What follows belongs to an exercise in optimizing a design on an open flow for small area; a production flow would make more cautious choices.
The RTL of this run was laid out without a check of its function.
Power and IR drop assume default switching activity.

**design.v**
```verilog
`timescale 1ms / 1us
module bin2bcd(clk, rst, bin, bcd_out);
input clk, rst;
input [7:0] bin;
reg [11:0] bcd;
output reg [11:0] bcd_out;
reg [2:0] i;
always @(negedge rst or posedge clk) begin
    if(!rst) begin
        bcd <= {4'd0, 4'd0, 4'd0};
        i <= 0;
    end
    else begin
        if(i == 0) begin
            bcd[11:1] <= 11'b0000_0000_000;
            bcd[0] <= bin[7];
        end
        else begin
            bcd[11:9] <= (bcd[11:8] >= 3'd5) ? bcd[11:8] + 2'd3 : bcd[11:8];
            bcd[8:5] <= (bcd[7:4] >= 3'd5) ? bcd[7:4] + 2'd3 : bcd[7:4];
            bcd[4:1] <= (bcd[3:0] >= 3'd5) ? bcd[3:0] + 2'd3 : bcd[3:0];
            bcd[0] <= bin[7-i];
        end
        i <= i + 1;
    end
end
always @(negedge rst or posedge clk) begin
    if(!rst) bcd_out <= {4'd0, 4'd0, 4'd0};
    else if(i == 0) bcd_out <= bcd;
end
endmodule
module traffic_signal_text(rst, clk, LCD_RS, LCD_RW, LCD_DATA, hour, minute, second, situation);  
input rst, clk;
input [5:0] second;
input [5:0] minute;
input [4:0] hour;
input [3:0] situation;
output LCD_RS, LCD_RW;
output reg [7:0] LCD_DATA;
reg LCD_RS, LCD_RW;
reg [5:0] second_reg;
reg [2:0] state;
wire [11:0] hour_bcd;
wire [11:0] minute_bcd;
wire [11:0] second_bcd;
parameter DELAY        = 3'b000,
          FUNCTION_SET = 3'b001,
          ENTRY_MODE   = 3'b010,
          DISP_ONOFF   = 3'b011,
          LINE1        = 3'b100,
          LINE2        = 3'b101,
          DELAY_T      = 3'b110,
          CLEAR_DISP   = 3'b111;
integer cnt;
bin2bcd n1(clk, rst, {3'b000, hour}, hour_bcd);
bin2bcd n2(clk, rst, {2'b00, minute}, minute_bcd);
bin2bcd n3(clk, rst, {2'b00, second}, second_bcd);
always @(posedge clk or negedge rst)
begin
    if(!rst)
        second_reg <= 0;
    else begin
        second_reg <= second;
    end
end
always @(posedge clk or negedge rst)
begin
    if(!rst)
        state <= DELAY;
    else
    begin
        case(state)
            DELAY : begin
                if(cnt == 10) state <= FUNCTION_SET;
            end
            FUNCTION_SET : begin
                if(cnt == 5) state <= DISP_ONOFF;
            end
            DISP_ONOFF : begin
                if(cnt == 5) state <= ENTRY_MODE;
            end
            ENTRY_MODE : begin
                if(cnt == 5) state <= LINE1;
            end
            LINE1 : begin
                if(cnt == 20) state <= LINE2;
            end
            LINE2 : begin
                if(cnt == 20) state <= DELAY_T;
            end
            DELAY_T : begin
                if(second_reg != second) state <= CLEAR_DISP;
            end
            CLEAR_DISP : begin
                if(cnt == 5) state <= LINE1;
            end
            default : state <=  DELAY;
        endcase
    end
end
always @(posedge clk or negedge rst)
begin
    if(!rst)
        cnt <= 0;
    else begin
        case(state)
            DELAY :
                if(cnt >= 10) cnt <= 0;
                else cnt <= cnt + 1;
            FUNCTION_SET :
                if(cnt >= 5) cnt <= 0;
                else cnt <= cnt + 1;
            DISP_ONOFF :
                if(cnt >= 5) cnt <= 0;
                else cnt <= cnt + 1;
            ENTRY_MODE :
                if(cnt >= 5) cnt <= 0;
                else cnt <= cnt + 1;
            LINE1 :
                if(cnt >= 20) cnt <= 0;
                else cnt <= cnt + 1;
            LINE2 : 
                if(cnt >= 20) cnt <= 0;
                else cnt <= cnt + 1;
            DELAY_T :
                if(second_reg != second) cnt <= 0;
            CLEAR_DISP :
                if(cnt >= 5) cnt <= 0;
                else cnt <= cnt + 1;
        endcase
    end
end        
always @(posedge clk or negedge rst)
begin
    if(!rst)
        {LCD_RS, LCD_RW, LCD_DATA} <= 10'b1_1_00000000;
    else begin
        case(state)
            FUNCTION_SET :
                {LCD_RS, LCD_RW, LCD_DATA} <= 10'b0_0_0011_1000;
            DISP_ONOFF :
                {LCD_RS, LCD_RW, LCD_DATA} <= 10'b0_0_0000_1100;
            ENTRY_MODE :
                {LCD_RS, LCD_RW, LCD_DATA} <= 10'b0_0_0000_0110;
            LINE1 :
                begin
                    case(cnt)
                        00 : {LCD_RS, LCD_RW, LCD_DATA} <= 10'b0_0_1000_0000;
                        01 : {LCD_RS, LCD_RW, LCD_DATA} <= 10'b1_0_0101_0100;  
                        02 : {LCD_RS, LCD_RW, LCD_DATA} <= 10'b1_0_0110_1001;  
                        03 : {LCD_RS, LCD_RW, LCD_DATA} <= 10'b1_0_0110_1101;  
                        04 : {LCD_RS, LCD_RW, LCD_DATA} <= 10'b1_0_0110_0101;  
                        05 : {LCD_RS, LCD_RW, LCD_DATA} <= 10'b1_0_0011_1100;  
                        06 : {LCD_RS, LCD_RW, LCD_DATA} <= 10'b1_0_0010_0000; 
                        07 : {LCD_RS, LCD_RW, LCD_DATA} <= {1'b1, 1'b0, 4'b0011, hour_bcd [7:4]};  
                        08 : {LCD_RS, LCD_RW, LCD_DATA} <= {1'b1, 1'b0, 4'b0011, hour_bcd [3:0]};  
                        09 : {LCD_RS, LCD_RW, LCD_DATA} <= 10'b1_0_0011_1100;  
                        10 : {LCD_RS, LCD_RW, LCD_DATA} <= {1'b1, 1'b0, 4'b0011, minute_bcd [7:4]};  
                        11 : {LCD_RS, LCD_RW, LCD_DATA} <= {1'b1, 1'b0, 4'b0011, minute_bcd [3:0]};  
                        12 : {LCD_RS, LCD_RW, LCD_DATA} <= 10'b1_0_0011_1100;  
                        13 : {LCD_RS, LCD_RW, LCD_DATA} <= {1'b1, 1'b0, 4'b0011, second_bcd [7:4]};  
                        14 : {LCD_RS, LCD_RW, LCD_DATA} <= {1'b1, 1'b0, 4'b0011, second_bcd [3:0]};  
                        default : {LCD_RS, LCD_RW, LCD_DATA} <= 10'b1_0_0010_0000;
                endcase
            end    
            LINE2 :
                begin
                if(hour >= 8 && hour < 23) begin
                    case(cnt)
                        00 : {LCD_RS, LCD_RW, LCD_DATA} <= 10'b0_0_1100_0000;
                        01 : {LCD_RS, LCD_RW, LCD_DATA} <= 10'b0_0_0101_0011;  
                        02 : {LCD_RS, LCD_RW, LCD_DATA} <= 10'b1_0_0111_0100;  
                        03 : {LCD_RS, LCD_RW, LCD_DATA} <= 10'b1_0_0110_0001;  
                        04 : {LCD_RS, LCD_RW, LCD_DATA} <= 10'b1_0_0111_0100;  
                        05 : {LCD_RS, LCD_RW, LCD_DATA} <= 10'b1_0_0110_0101;  
                        06 : {LCD_RS, LCD_RW, LCD_DATA} <= 10'b1_0_0011_1100;  
                        07 : {LCD_RS, LCD_RW, LCD_DATA} <= 10'b1_0_0010_0000; 
                        08 : {LCD_RS, LCD_RW, LCD_DATA} <= {1'b1, 1'b0, 4'b0100, situation [3:0]};  
                        09 : {LCD_RS, LCD_RW, LCD_DATA} <= 10'b1_0_0010_0000; 
                        10 : {LCD_RS, LCD_RW, LCD_DATA} <= 10'b1_0_0100_0100;  
                        11 : {LCD_RS, LCD_RW, LCD_DATA} <= 10'b1_0_0100_0001;  
                        12 : {LCD_RS, LCD_RW, LCD_DATA} <= 10'b1_0_0101_1001;  
                        default : {LCD_RS, LCD_RW, LCD_DATA} <= 10'b1_0_0010_0000; 
                    endcase
                end
                else begin
                    case(cnt)
                        00 : {LCD_RS, LCD_RW, LCD_DATA} <= 10'b0_0_1100_0000;
                        01 : {LCD_RS, LCD_RW, LCD_DATA} <= 10'b0_0_0101_0011;  
                        02 : {LCD_RS, LCD_RW, LCD_DATA} <= 10'b1_0_0111_0100;  
                        03 : {LCD_RS, LCD_RW, LCD_DATA} <= 10'b1_0_0110_0001;  
                        04 : {LCD_RS, LCD_RW, LCD_DATA} <= 10'b1_0_0111_0100;  
                        05 : {LCD_RS, LCD_RW, LCD_DATA} <= 10'b1_0_0110_0101;  
                        06 : {LCD_RS, LCD_RW, LCD_DATA} <= 10'b1_0_0011_1100;  
                        07 : {LCD_RS, LCD_RW, LCD_DATA} <= 10'b1_0_0010_0000; 
                        08 : {LCD_RS, LCD_RW, LCD_DATA} <= {1'b1, 1'b0, 4'b0100, situation [3:0]};  
                        09 : {LCD_RS, LCD_RW, LCD_DATA} <= 10'b1_0_0010_0000; 
                        10 : {LCD_RS, LCD_RW, LCD_DATA} <= 10'b1_0_0100_1110;  
                        11 : {LCD_RS, LCD_RW, LCD_DATA} <= 10'b1_0_0100_1001;  
                        12 : {LCD_RS, LCD_RW, LCD_DATA} <= 10'b1_0_0100_0111;  
                        13 : {LCD_RS, LCD_RW, LCD_DATA} <= 10'b1_0_0100_1000;  
                        14 : {LCD_RS, LCD_RW, LCD_DATA} <= 10'b1_0_0101_0100;  
                        default : {LCD_RS, LCD_RW, LCD_DATA} <= 10'b1_0_0010_0000; 
                    endcase
                end
            end
            DELAY_T :
                {LCD_RS, LCD_RW, LCD_DATA} <= 10'b0_0_0000_0010;
            CLEAR_DISP :
                {LCD_RS, LCD_RW, LCD_DATA} <= 10'b0_0_0000_0001;
            default :
                {LCD_RS, LCD_RW, LCD_DATA} <= 10'b1_1_0000_0000;
        endcase
    end
end
endmodule
`timescale 1ns / 1ps
module oneshot_first(clock, reset, button, button_trig);
parameter WIDTH = 1;
input clock, reset;
input [WIDTH-1:0] button;
reg [WIDTH-1:0] button_reg;
output reg [WIDTH-1:0] button_trig;
always @(negedge reset or posedge clock) begin
    if(!reset) begin
        button_reg <= {WIDTH{1'b0}};
        button_trig <= {WIDTH{1'b0}};
    end
    else begin
        button_reg <= button;
        button_trig <= button & ~button_reg;
    end
end
endmodule  
module traffic_signal_control(clock, reset, emergent_control, vehicle_signal, pedestrian_signal, LCD_RS, LCD_RW, LCD_DATA);
input clock, reset;
input emergent_control;
wire emergent_control_trigger;
output LCD_RS, LCD_RW;
output[7:0] LCD_DATA;
output reg [15:0] vehicle_signal;
output reg [7:0] pedestrian_signal;
integer cnt;  
reg [3:0] state;  
reg [3:0] memory;  
reg [5:0] second;  
reg [5:0] minute;  
reg [4:0] hour;  
parameter A     = 4'b0000,
          B     = 4'b0001,
          C     = 4'b0010,
          D     = 4'b0011,
          E     = 4'b0100,
          F     = 4'b0101,
          G     = 4'b0110,
          H     = 4'b0111,
          A1    = 4'b1000,
          A2    = 4'b1001,
          B1    = 4'b1010,
          C1    = 4'b1011,
          E1    = 4'b1100,
          E2    = 4'b1101,
          F1    = 4'b1110,
          G1    = 4'b1111;
oneshot_first #(.WIDTH(1)) O1(clock, reset, emergent_control, emergent_control_trigger);  
traffic_signal_text u(reset, clock, LCD_RS, LCD_RW, LCD_DATA, hour, minute, second, state);
always @(negedge reset or posedge clock)
begin
    if(!reset) begin
        hour <= 8;
        minute <= 0;
        second <= 0;
    end
    else begin
        if(cnt % 100 == 0 && cnt != 0) begin
            second <= second + 1;
            if(second % 60 == 0 && second != 0) begin
                second <= 0;
                minute <= minute + 1;
                if(minute % 60 == 0 && minute != 0) begin
                    minute <= 0;
                    hour <= hour + 1;
                    if(hour >= 24)
                        hour <= 0;
                end
            end     
        end            
    end    
end
always @(negedge reset or posedge clock)
begin
if(!reset) begin
    state <= A;
    memory <= 0;
    cnt <= 0;
end
else
begin
    if(hour >= 8 && hour < 23) begin
        case(memory)
            4'b0000 : begin
                state <= A;
                if(cnt >= 5000) begin  
                    memory <= 4'b0001;
                    cnt <= 0;
                end
                else
                    cnt <= cnt + 1;
            end
            4'b0001 : begin
                state <= A1;
                if(cnt >= 500) begin  
                    memory <= 4'b0010;
                    cnt <= 0;
                end
                else
                    cnt <= cnt + 1;
            end      
            4'b0010 : begin
                state <= D;
                if(cnt >= 5000) begin  
                    memory <= 4'b0011;
                    cnt <= 0;
                end
                else
                    cnt <= cnt + 1;
            end            
            4'b0011 : begin
                state <= A1;
                if(cnt >= 500) begin
                    memory <= 4'b0100;
                    cnt <= 0;
                end
                else
                    cnt <= cnt + 1;
            end             
            4'b0100 : begin
                state <= F;
                if(cnt >= 5000) begin
                    memory <= 4'b0101;
                    cnt <= 0;
                end
                else
                    cnt <= cnt + 1;
            end           
            4'b0101 : begin
                state <= F1;
                if(cnt >= 500) begin
                    memory <= 4'b0110;
                    cnt <= 0;
                end
                else
                    cnt <= cnt + 1;
            end                 
            4'b0110 : begin
                state <= E;
                if(cnt >= 5000) begin
                    memory <= 4'b0111;
                    cnt <= 0;
                end
                else
                    cnt <= cnt + 1;
            end
            4'b0111 : begin
                state <= E1;
                if(cnt >= 500) begin
                    memory <= 4'b1000;
                    cnt <= 0;
                end
                else
                    cnt <= cnt + 1;
            end
            4'b1000 : begin
                state <= G;
                if(cnt >= 5000) begin
                    memory <= 4'b1001;
                    cnt <= 0;
                end
                else
                    cnt <= cnt + 1;
            end
            4'b1001 : begin
                state <= G1;
                if(cnt >= 500) begin
                    memory <= 4'b1010;
                    cnt <= 0;
                end
                else
                    cnt <= cnt + 1;
            end
            4'b1010 : begin
                state <= E;
                if(cnt >= 5000) begin
                    memory <= 4'b1011;
                    cnt <= 0;
                end
                else
                    cnt <= cnt + 1;
            end
            4'b1011 : begin
                state <= E2;
                if(cnt >= 500) begin
                    memory <= 4'b0000;
                    cnt <= 0;
                end
                else
                    cnt <= cnt + 1;
            end
        endcase
    end     
    else begin        
        case(memory)
            4'b0000 : begin
                state <= B;
                if(cnt >= 10000) begin  
                    memory <= 4'b0001;
                    cnt <= 0;
                end
                else
                    cnt <= cnt + 1;
            end
            4'b0001 : begin
                state <= B1;
                if(cnt >= 1000) begin  
                    memory <= 4'b0010;
                    cnt <= 0;
                end
                else
                    cnt <= cnt + 1;
            end      
            4'b0010 : begin
                state <= A;
                if(cnt >= 10000) begin  
                    memory <= 4'b0011;
                    cnt <= 0;
                end
                else
                    cnt <= cnt + 1;
            end            
            4'b0011 : begin
                state <= A2;
                if(cnt >= 1000) begin
                    memory <= 4'b0100;
                    cnt <= 0;
                end
                else
                    cnt <= cnt + 1;
            end             
            4'b0100 : begin
                state <= C;
                if(cnt >= 10000) begin
                    memory <= 4'b0101;
                    cnt <= 0;
                end
                else
                    cnt <= cnt + 1;
            end           
            4'b0101 : begin
                state <= C1;
                if(cnt >= 1000) begin
                    memory <= 4'b0110;
                    cnt <= 0;
                end
                else
                    cnt <= cnt + 1;
            end                 
            4'b0110 : begin
                state <= A;
                if(cnt >= 10000) begin
                    memory <= 4'b0111;
                    cnt <= 0;
                end
                else
                    cnt <= cnt + 1;
            end
            4'b0111 : begin
                state <= A1;
                if(cnt >= 1000) begin
                    memory <= 4'b1000;
                    cnt <= 0;
                end
                else
                    cnt <= cnt + 1;
            end
            4'b1000 : begin
                state <= E;
                if(cnt >= 10000) begin
                    memory <= 4'b1001;
                    cnt <= 0;
                end
                else
                    cnt <= cnt + 1;
            end
            4'b1001 : begin
                state <= E2;
                if(cnt >= 1000) begin
                    memory <= 4'b1010;
                    cnt <= 0;
                end
                else
                    cnt <= cnt + 1;
            end
            4'b1010 : begin
                state <= H;
                if(cnt >= 10000) begin
                    memory <= 4'b1011;
                    cnt <= 0;
                end
                else
                    cnt <= cnt + 1;
            end
            4'b1011 : begin
                state <= E2;
                if(cnt >= 1000) begin
                    memory <= 4'b0000;
                    cnt <= 0;
                end
                else
                    cnt <= cnt + 1;
            end
        endcase
    end
end
end  
always @(posedge clock or negedge reset)
begin
    if(!reset)
        {pedestrian_signal, vehicle_signal} = 24'b01011010_1000_1000_0100_0100;
    else begin
        case(state)  
            A : begin
                if(cnt < 2500)         
                {pedestrian_signal, vehicle_signal} = 24'b01011010_1000_1000_0100_0100;  
                else if(cnt % 500 == 0) begin
                pedestrian_signal[3] = ~pedestrian_signal[3];
                pedestrian_signal[1] = ~pedestrian_signal[1];
                end
            end
            A1 : 
                {pedestrian_signal, vehicle_signal} = 24'b01010101_0010_0010_0100_0100;  
            A2 :
                {pedestrian_signal, vehicle_signal} = 24'b01011001_1000_0010_0100_0100;  
            B : begin
                if(cnt < 2500)
                {pedestrian_signal, vehicle_signal} = 24'b01010110_0100_1001_0100_0100;  
                else if(cnt % 500 == 0)
                pedestrian_signal[1] = ~pedestrian_signal[1];
            end
            B1 :
                {pedestrian_signal, vehicle_signal} = 24'b01010110_0100_0010_0100_0100;  
            C : begin
                if(cnt < 2500)
                {pedestrian_signal, vehicle_signal} = 24'b01011001_1001_0100_0100_0100;  
                else if(cnt % 500 == 0)
                pedestrian_signal[3] = ~pedestrian_signal[3];
            end   
            C1 :
                {pedestrian_signal, vehicle_signal} = 24'b01011001_1010_0100_0100_0100;  
            D : 
                {pedestrian_signal, vehicle_signal} = 24'b01010101_0001_0001_0100_0100;  
            E : begin
                if(cnt < 2500)
                {pedestrian_signal, vehicle_signal} = 24'b10100101_0100_0100_1000_1000;  
                else if(cnt % 500 == 0) begin
                pedestrian_signal[5] = ~pedestrian_signal[5];
                pedestrian_signal[7] = ~pedestrian_signal[7];
                end
            end  
            E1 : 
                {pedestrian_signal, vehicle_signal} = 24'b10010101_0100_0100_0010_1000;  
            E2 : 
                {pedestrian_signal, vehicle_signal} = 24'b01010101_0100_0100_0010_0010;  
            F : begin
                if(cnt < 2500)
                {pedestrian_signal, vehicle_signal} = 24'b01100101_0100_0100_1001_0100;  
                else if(cnt % 500 == 0)
                pedestrian_signal[5] = ~pedestrian_signal[5];
            end
            F1 :
                {pedestrian_signal, vehicle_signal} = 24'b01100101_0100_0100_1010_0100;  
            G : begin
                if(cnt < 2500)
                {pedestrian_signal, vehicle_signal} = 24'b10010101_0100_0100_0100_1001;  
                else if(cnt % 500 == 0)
                pedestrian_signal[7] = ~pedestrian_signal[7];
            end
            G1 : 
                {pedestrian_signal, vehicle_signal} = 24'b10010101_0100_0100_0100_1010;  
            H : 
                {pedestrian_signal, vehicle_signal} = 24'b01010101_0100_0100_0001_0001;  
            default : {pedestrian_signal, vehicle_signal} = 24'b01011010_1000_1000_0100_0100;
        endcase
    end                
end            
endmodule
```
**run.sh**
```bash
#!/bin/bash
# synth_recipe.tcl (not shown) runs the flow's synth.tcl, then flattens the netlist and writes it again
# the make line also repeats each setting of config.mk as NAME=value (left out here)
make -C /OpenROAD-flow-scripts/flow DESIGN_CONFIG=/design/flow/config.mk WORK_HOME=/design/flow/orfs CLKGATE_MAP_FILE= SYNTH_SCRIPT=/design/flow/synth_recipe.tcl finish
```
**config.mk**
```make
export PLATFORM = sky130hd
export DESIGN_NAME = traffic_signal_control
export DESIGN_NICKNAME = traffic_signal_control
export VERILOG_FILES = /design/flow/design.v
export SDC_FILE = /design/flow/constraint.sdc
export NUM_CORES = 4
export LEC_CHECK = 0
export CAP_MARGIN = 20
export CORE_MARGIN = 2
export CORE_UTILIZATION = 40
export PLACE_DENSITY = 0.6
export SLEW_MARGIN = 20
```
**constraint.sdc**
```tcl
create_clock -name core_clock -period 25.0 [get_ports {clock}]
set_input_delay 5.0000 -clock core_clock [delete_from_list [all_inputs] [get_ports {clock}]]
set_output_delay 5.0000 -clock core_clock [all_outputs]
set_load 0.01 [all_outputs]
```
==> run summary <==
## power groups by stage
stage / Combinational [uW] / Clock [uW] / Sequential (uW)
detailed placement: 6.60 / 0 / 312
floorplan: 0.00675 / 0 / 312
finish: 6.13 / 298 / 306
CTS: 6.62 / 303 / 306
global route: 7.39 / 315 / 305
global placement: 6.50 / 0 / 312
## cell type report
class / instances / area [sq um]
Fill cell: 6012 / 33000
Multi-Input combinational cell: 2768 / 18500
Sequential cell: 189 / 4740
Tap cell: 773 / 967
Timing Repair Buffer: 110 / 918
Clock buffer: 19 / 443
Inverter: 86 / 323
Clock inverter: 13 / 193
## layer usage
metal / vias to the layer above / track usage, % / wire length (um)
met1: 12164 / 28.2 / 31900
met3: 113 / 1.83 / 2760
met5: - / 0 / 0
li1: 12166 / - / -
met2: 713 / 36.1 / 33500
met4: 0 / 5.01 / 1170
## worst max-delay path, delay by kind of cell (launching register included)
| family | cells | cell delay [ps] |
|---|---|---|
| AO/OA/AOI/OAI | 32 | 11160 |
| AND/OR/NAND/NOR | 22 | 7760 |
| multiplexers | 6 | 2140 |
| XOR/XNOR | 5 | 1180 |
| flip-flops | 1 | 480 |
| adder cells (fa/ha/maj) | 1 | 360 |
| buffers and inverters | 2 | 310 |
## kinds of logic (layout without fill, tap and decap cells)
group,Yosys count,in the layout,share of synthesized area (%)
flops,189,189,19.8
xor+xnor,225,225,8.36
fa+ha+maj,51,51,2.54
mux,128,128,5.81
compound gates,1106,1106,33.4
buf+inv,255,228,4.21
simple gates,1258,1258,25.9
## through the flow
step | power (uW) | cell area, sq um | std cells
finish | 610 | 26000 | 3958
global route | 628 | 26000 | 3958
detailed placement | 318 | 25100 | 3918
CTS | 615 | 25700 | 3950
global placement | 318 | 25100 | 3918
floorplan | 312 | 23900 | 3212
## repair_timing
action / CTS / global route
setup endpoints to repair: 0 / 21
hold buffers: 0 / 0
resized for setup: 0 / 43
buffers inserted: 0 / 8
endpoints found under the hold margin: 0 / 0
## final timing paths
path | start | endpoint | depth (start not counted)
max | cnt[0] | pedestrian_signal[1] | 68
min | vehicle_signal[12] | vehicle_signal[12] | 2
max reg2reg | cnt[0] | pedestrian_signal[1] | 68
min reg2reg | vehicle_signal[12] | vehicle_signal[12] | 2
max in group asynchronous | reset | cnt[31] | 2
min in group asynchronous | reset | u.n2.bcd[5] | 1
## layout by cell type, fill, tap and decap left out, types with 49 or more instances in the layout
cell type / synthesis / routed
o21ai_0: 186 / 184
nand3_1: 130 / 130
mux2i_1: 71 / 68
a31oi_1: 56 / 55
nand2_1: 321 / 321
inv_1: 85 / 85
xnor2_1: 150 / 142
a21oi_1: 224 / 221
dfrtp_1: 178 / 177
nor2_1: 316 / 316
nor4_1: 52 / 49
nor3_1: 97 / 95
mux2_2: 49 / 49
xor2_1: 72 / 71
buf_4: 6 / 75
==> impl_metrics.tcl <==
set metrics [dict create \
    wirelength_um 69300 \
    grt_antenna_before_repair 0 \
    ys_seq_elements 189 \
    worst_pin_slew_ps 1110 \
    drc 0 \
    final_util_pct 44.1 \
    cap_violations 0 \
    syn_area_sq_um 23900 \
    antennaDiodeCount 0 \
    die_w_um 249 \
    die_y_um 249 \
    numPortBuffers 35 \
    cts_root_buf "clkbuf_16" \
    detail-route-antenna-nets 0 \
    seq_area_frac_synth_pct 19.8 \
    htreeDepth 4 \
    finish.net_count 3214 \
    crit_required_ps 25370 \
    power.internal_uw 471 \
    pwr-share-comb_pct 1.0 \
    fin_ws_ps 1480 \
    clk_pin_slew_ps 80 \
    grt_use_total_pct 20.9 \
    p_sw_uw 139 \
    synth_ff_type "dfrtp_1" \
    synth.most_common_cell "nand2_1" \
    hold_viol 0 \
    fin_worst_skew_ps 15.7 \
    cts_tree "done" \
    peakVddDrop_v 0.0000449 \
    holdWs_ps 468 \
    worstHoldPathType "register to register" \
    synth_top_area_share_pct 18.6 \
    r2r_slack_ps 1480 \
    dr_total_vias 25156 \
    tns_ps 0 \
    grt_max_degree 130 \
    syn2layout_area_growth_pct 8.89 \
    slew_violations 0 \
    ys_top_cells_by_count "nand2_1 (321), nor2_1 (316), a21oi_1 (224), o21ai_0 (186), dfrtp_1 (178)" \
    clockPowerShare_pct 48.9 \
    drive_above_1_share_pct 10.2 \
    grt-ovfl-total 0 \
    synth_nets 3254 \
    grt_pass1_vias 23248 \
    cp-start-kind "register" \
    ys_types 129 \
    start_util_pct 40.5 \
    cts.sinks 189 \
    worstSetupPathType "register to register" \
    viasPerCell 6.36 \
    synth_top_area_cell "dfrtp_1" \
    dr.pass1.iters 7 \
    critical_path.max_stage_delay_ps 710 \
    relSlewSlack_pct 25.5 \
    cp_max_fo 14 \
    p_leak_uw 0.00988 \
    setup_viol_count_final 0 \
    cts_buffers 17 \
    endpoint_kind "register" \
    rows 89 \
    dp_slack_ps 730 \
    worstPathArrival_ps 23880 \
    syn_inst 3212 \
    ios 37 \
    yosysWarningCount 4 \
    clockBufferDepth 2 \
    min_period_over_period_pct 94.1 \
    max_freq_mhz 42.5 \
    grt_pass1_wl_um 114000 \
    synth_edf_count 0 \
    period_needed_ps 23520 \
    dieArea_sq_um 61800 \
    wl_per_cell_um 17.5 \
    drt_iter0_drc 2306 \
    status "timing/DRC/antenna clean" \
    core_area_sq_um 59000 \
    synth_area_leaders "dfrtp_1 (19%), xnor2_1 (5.5%), nand2_1 (5.0%), nor2_1 (5.0%), a21oi_1 (4.7%)" \
    ys_async_sr_fraction_pct 100 \
    synth_area_per_cell_sq_um 7.45 \
    powerDensity_nw_per_um2 23.4 \
    critical_path.slowest_cell "or4b_1" \
    clkLatencyLatePin_ps 450 \
    p_sw_share_pct 22.8 \
    pwr-share-seq_pct 50.1 \
    timing.critical_path.mode_cell "or4_4" \
    hpwlAfterDp_um 50500 \
    gp_congestion 0.916 \
]

[port drivers added, routing unchanged]
The results above use ideal ports. As a check the final layout listed here was re-extracted and re-timed, cells and wires unchanged.
Step 1: set_driving_cell puts a clkbuf_16 on clock and a buf_2 on each other input, an assumption about the parent block.
Step 2 adds t to the input delays and takes it off the output delays; t is the mean of the earliest and latest rising clock arrival at the registers after step 1. Input paths then give back, and output paths get back, about the clock's delay inside the block.
Slacks: no drivers / after step 1 / after step 2; pairs: no drivers / after step 1.
shift t [ns]: 0.494
slack for setup (ns): 1.485 / 1.485 / 1.485
clock arrival spread, ns: 0.017 / 0.016
After both steps setup and hold are still met in this run. The setup slack of this run moves by 0.000 ns with the drivers and by 0.000 ns with both steps.
